What follows belongs to an exercise in optimizing a design on an open flow for small area; a production flow would make more cautious choices.
The RTL was checked by simulation tests, not by an equivalence proof against the original design.
The clock port is modelled as an ideal driver; clocking choices that lean on that would not hold on a real chip.

==> flow/design.v (outline; a module is shown in full before it is edited, if it fits) <==
// module rms_peak_core: 830 lines
// module rms_fa: 10 lines
// module rms_pp: 10 lines
// module rms_pp3: 11 lines
// module rms_ha: 9 lines
// module rms_peak_axis: 130 lines
module rms_peak_axis #(
    parameter integer C_S_AXI_DATA_WIDTH = 32,
    parameter integer C_S_AXI_ADDR_WIDTH = 4,
    parameter integer AUDIO_WIDTH        = 16,
    parameter integer ALPHA_WIDTH        = 16,
    parameter integer CORE_LATENCY       = 3
)(
    input  wire aclk,
    input  wire aresetn,
    input  wire [31:0] s_axis_tdata,
    input  wire        s_axis_tlast,
    input  wire        s_axis_tvalid,
    output wire        s_axis_tready,
    output wire [31:0] m_axis_tdata,
    output wire        m_axis_tlast,
    output wire        m_axis_tvalid,
    input  wire        m_axis_tready,
    input  wire [C_S_AXI_ADDR_WIDTH-1:0] s_axi_awaddr,
    input  wire                          s_axi_awvalid,
    output wire                          s_axi_awready,
    input  wire [C_S_AXI_DATA_WIDTH-1:0] s_axi_wdata,
    input  wire [3:0]                    s_axi_wstrb,
    input  wire                          s_axi_wvalid,
    output wire                          s_axi_wready,
    output wire [1:0]                    s_axi_bresp,
    output wire                          s_axi_bvalid,
    input  wire                          s_axi_bready,
    input  wire [C_S_AXI_ADDR_WIDTH-1:0] s_axi_araddr,
    input  wire                          s_axi_arvalid,
    output wire                          s_axi_arready,
    output wire [C_S_AXI_DATA_WIDTH-1:0] s_axi_rdata,
    output wire [1:0]                    s_axi_rresp,
    output wire                          s_axi_rvalid,
    input  wire                          s_axi_rready
);
  // ...
==> flow/flow/run.sh <==
#!/bin/bash
# Standard ORFS layout through the standard.sh (standard synthesis
# unchanged) with three changes: port buffers are the smallest buffer (buf_1)
# instead of the delay cell buffer_ports picks by default; CTS builds smaller
# leaf clusters of clkbuf cells without dummy clock loads; and detailed
# placement keeps a free site beside each a222oi_1 cell (flow/pad.tcl) so the
# router can reach its pins.
# Each ORFS step logs to orfs/logs/...; make's own output goes to flow_make.log.
set -euo pipefail
PAD="$(pwd)/flow/pad.tcl"
bash standard.sh \
  'BUFFER_PORTS_ARGS=-buffer_cell sky130_fd_sc_hd__buf_1' \
  'CTS_ARGS=-sink_clustering_enable -repair_clock_nets -dont_use_dummy_load -buf_list sky130_fd_sc_hd__clkbuf_4 -sink_clustering_size 8 -sink_clustering_max_diameter 50' \
  "PRE_DETAIL_PLACE_TCL=$PAD" "PRE_CTS_TCL=$PAD" "PRE_GLOBAL_ROUTE_TCL=$PAD" "PRE_REPAIR_TIMING_POST_PLACE_TCL=$PAD" \
  finish > flow_make.log 2>&1
==> flow/flow/pad.tcl <==
# Keep one free site on each side of every AND-OR-INVERT a222oi_1 cell: its
# pins are hard for the detailed router to reach when neighbours abut it.
set_placement_padding -masters [get_lib_cells sky130_fd_sc_hd__a222oi_1] -left 1 -right 1
==> flow/standard.sh <==
#!/bin/bash
# synth_recipe.tcl (not shown) runs the flow's synth.tcl, then flattens the netlist and writes it again
# the make line also repeats each setting of config.mk as NAME=value (left out here)
make -C /OpenROAD-flow-scripts/flow DESIGN_CONFIG=/design/flow/config.mk WORK_HOME=/design/flow/orfs CLKGATE_MAP_FILE= SYNTH_SCRIPT=/design/flow/synth_recipe.tcl "${@:-finish}"
==> flow/config.mk <==
export PLATFORM = sky130hd
export DESIGN_NAME = rms_peak_axis
export DESIGN_NICKNAME = rms_peak_axis
export VERILOG_FILES = /design/flow/design.v
export SDC_FILE = /design/flow/constraint.sdc
export NUM_CORES = 4
export LEC_CHECK = 0
export ABC_AREA = 0
export CAP_MARGIN = 20
export CORE_MARGIN = 2
export CORE_UTILIZATION = 50
export SLEW_MARGIN = 20
export SYNTH_HIERARCHICAL = 1
==> flow/constraint.sdc <==
create_clock -name core_clock -period 12.0 [get_ports {aclk}]
set_input_delay 2.4000 -clock core_clock [delete_from_list [all_inputs] [get_ports {aclk}]]
set_output_delay 2.4000 -clock core_clock [all_outputs]
set_load 0.01 [all_outputs]
==> impl_metrics.toml, run 1 <==
[outcome]
status = "did not finish"
failing_step = "detailed placement"
error = "[ERROR DPL-0039] \"_0007f9b5327f0000_p_LibertyCell\" did not match any masters."

[yosys]
synth_top_cell_area_share = 0.286
ys_seq_elements = 258
synth_top_cell_by_area = "fa_1"
synth_top_family_by_area = "adder cells"
synth_xor_area_frac = 0.0322
yosys-top-cells-count = "fa_1 (326), a222oi_1 (288), dfxtp_1 (258)"
synth-edff-count = 0
synth_warnings = 8
synth-simple-area-share = 0.101
synthMuxAreaShare = 0.0626
synth-compound-area-share = 0.182
async_flop_share = 0
synth.distinct_cells = 73
syn_inst = 2103
ys_seq_area_frac = 0.226
avgSynthCellArea_um2 = 10.9
synthAdderAreaFrac = 0.348
synth_ff_type = "dfxtp_1"
ys_top_cells_by_area = "fa_1 (29%), dfxtp_1 (23%), a222oi_1 (13%), mux2i_1 (6.3%), ha_1 (6.2%)"
syn_area_um2 = 22800
yosysMostFrequentCell = "fa_1"

[die]
num_rows = 78
die_w_um = 218
start_util = 0.505
die_h_um = 218
ios = 162

[placement]
place.gp.congestion = 0.893
io_buffers = 147
==> run 2: changes to the inputs <==
==> flow/flow/run.sh (replaced) <==
#!/bin/bash
# Standard ORFS layout through the standard.sh (standard synthesis
# unchanged) with two changes: port buffers are the smallest buffer (buf_1)
# instead of the delay cell buffer_ports picks by default, and CTS builds
# smaller leaf clusters of clkbuf cells without dummy clock loads.
# Each ORFS step logs to orfs/logs/...; make's own output goes to flow_make.log.
set -euo pipefail
bash standard.sh \
  'BUFFER_PORTS_ARGS=-buffer_cell sky130_fd_sc_hd__buf_1' \
  'CTS_ARGS=-sink_clustering_enable -repair_clock_nets -dont_use_dummy_load -buf_list sky130_fd_sc_hd__clkbuf_4 -sink_clustering_size 8 -sink_clustering_max_diameter 50' \
  finish > flow_make.log 2>&1
removed: flow/flow/pad.tcl
==> impl_metrics.toml, run 2 <==
[worst_hold_path]
holdPathStages = 2
hp-class = "reg -> reg"
hold_start = "reg_alpha[20]"
worstHoldEndpoint = "axi_rdata[20]"

[timing]
finalCritPeriodShare = 0.915
skew_ps = 118
relSlewSlack = 0.338
max_freq_mhz = 91.1
min_period_ps = 10980
fin_tns_setup_ps = 0
setup_violations = 0
tightest_slew_ps = 985
finalHoldViolCount = 0
final_max_slew_viol_count = 0
rsz0062_at_grt = "false"

[die]
die_h_um = 218
ios = 162
start_util = 0.505
core-area_um2 = 45300
die_w_um = 218
num_rows = 78
fp.dieArea_um2 = 47400

[global_route]
grt_use_total = 0.269
grt-ovfl-total = 0
use_met2 = 0.424
globalRouteMet1Util = 0.372
grt_pass1_wl_um = 102000
grt_max_degree = 76
grt_use_met3 = 0.0505
grt-busiest-layer = "met2"
grt_pass1_vias = 19200
grt_antenna_before_repair = 2

[yosys]
synth.distinct_cells = 73
synth-edff-count = 0
yosys-top-cells-count = "fa_1 (326), a222oi_1 (288), dfxtp_1 (258)"
avgSynthCellArea_um2 = 10.9
async_flop_share = 0
ys_seq_area_frac = 0.226
ys_seq_elements = 258
synth_warnings = 8
ys_top_cells_by_area = "fa_1 (29%), dfxtp_1 (23%), a222oi_1 (13%), mux2i_1 (6.3%), ha_1 (6.2%)"
syn_area_um2 = 22800
yosysMostFrequentCell = "fa_1"
syn_inst = 2103
synth_ff_type = "dfxtp_1"
synth_top_cell_by_area = "fa_1"
synth_top_cell_area_share = 0.286

[worst_setup_path]
startpoint_type = "flip-flop"
cpLargestDelayFamily = "adder cells"
path_max_fanout = 9
worstSetupPathType = "reg -> reg"
r2r_setup_slack_ps = 1020
cp_slowest_stage_delay_ps = 560
required_ps = 12630
crit_path_end_kind = "flip-flop"
cp_common_cell = "fa_1"
startpoint = "u_rms_l.abs_val[3]"
path_buf_inv = 2
cp_slowest_cell = "fa_1"
reg2reg_to = "u_rms_l.env_acc[30]"
worstRegToRegCells = 31
critical_path_arrival_ps = 11610
r2r-start = "u_rms_l.abs_val[3]"

[final_layout]
nets = 2827
finish.instance_area_um2 = 24800
fill_cells = 4153
drive_gt1_frac = 0.0757
final_cell_mix = "fa_1 (326), a222oi_1 (288), dfxtp_1 (257)"
reg_top3 = "axi_rdata x32, reg_alpha x32, reg_ctrl x32"
utilization = 0.547
stdcell_count = 2900
final_common_cell = "fa_1"
area_growth_pct = 8.43

[routing]
ant_nets = 0
drt-pass1-iter-count = 22
drtIter0Drc = 3579
via_per_inst = 6.57
drc = 0
via_count = 19000
totalWireLength_um = 63000
avgRoutedWirePerCell_um = 21.7

[placement]
dpl_cell_area_um2 = 24400
place.gp.congestion = 0.893
dp_cells = 2854
io_buffers = 147
dp_hpwl_um = 44700

[clock_tree]
cts.sinks = 258
cts_max_level = 2
cts_setup_buffers = 0
cts_hold_buf = 0
root_buffer = "clkbuf_4"
clk_path_buf_depth = 3
clk_latency_ps = 780
numCtsBuffers = 45
cts_tree = "done"
cts.clk_slew.worst_paths_ps = 90
ctsResizeCount = 0

[run]
drv_cap = 0

[outcome]
status = "no timing/DRC/antenna violations"
-- run 2: cell counts after synthesis --
No cell type changed its count.
-- run 2: worst max path at each step --
stage,end,slack [ps],cells after the start
5_1_grt,u_rms_l.env_acc[28],410,35
6_report,u_rms_l.env_acc[30],1020,31
3_5_place_dp,u_rms_l.env_acc[27],1000,34
2_1_floorplan,u_rms_l.env_acc[27],1200,22
3_3_place_gp,u_rms_l.env_acc[28],1150,35
4_1_cts,u_rms_l.env_acc[28],980,35
-- run 2: kinds of logic (layout without fill, tap and decap cells) --
kind of cell	after synthesis	in the layout	share of synthesized area
and+or+nand+nor	469	469	0.101
AOI/OAI and AO/OA	457	457	0.182
adders and majority gates	440	440	0.348
DFF	258	258	0.226
buffers and inverters	251	442	0.0481
muxes	143	143	0.0626
xor gates and xnor gates	84	84	0.0322
other	1	7	0.000164
-- run 2: through the flow --
stage / hold slack, ps / setup WS [ps]
floorplan: 433 / 1200
global placement: 435 / 1150
detailed placement: 449 / 1000
CTS: 407 / 977
global route: 442 / 410
finish: 396 / 1020
-- run 2: final cells by class --
cell class,count,area [µm²],area share
antenna,1,2.50,0.000101
multi-input combinational,1599,16700,0.675
clock buffer,45,338,0.0136
inverter,169,639,0.0258
sequential,258,5170,0.209
tap,600,751,0.0303
timing repair buffer,228,1160,0.0470
-- run 2: worst min-delay path, cell delays in order (launching register included) --
cell and delay, ps:
dfxtp_1 330, a222oi_1 60, inv_1 50
-- run 2: layer usage --
| metal | part of all wire | up-vias |
|---|---|---|
| met3 | 0.097 | 162 |
| met1 | 0.41 | 9363 |
| met5 | 0 | - |
| met2 | 0.46 | 1137 |
| met4 | 0.034 | 0 |
| li1 | - | 8379 |
-- run 2: per-module statistics from Yosys, one instance, submodules excluded --
module,flip-flops and latches,copies in the design,area [µm²],cells
rms_ha,0,36,12.5,1
rms_peak_core,76,2,4550,535
rms_pp3,0,288,10.0,1
rms_peak_axis,106,1,3880,383
rms_fa,0,326,20.0,1

static timing again, ports no longer ideal:
The results above use ideal ports. As a check the final layout listed here was re-extracted and re-timed, cells and wires unchanged.
Step 1 assumes that a clkbuf_16 drives the clock port and a buf_2 every other input.
Step 2 times the ports against the registers' clock, not the clock port: input delays grow and output delays shrink by t, the midpoint of the rising clock arrivals with the driver on.
Slacks: ideal / step 1 / step 2; pairs: ideal / step 1.
run: run 2
t (ns): 0.777
setup WS [ns]: 1.019 / 1.019 / 1.019
worst hold slack (ns): 0.396 / 0.396 / 0.396
worst setup path at the end: register to register
worst data-port slew with drivers (ns): 0.06
After both steps setup and hold are still met in run 2. The setup slack of run 2 moves by 0.000 ns with the drivers and by 0.000 ns with both steps.
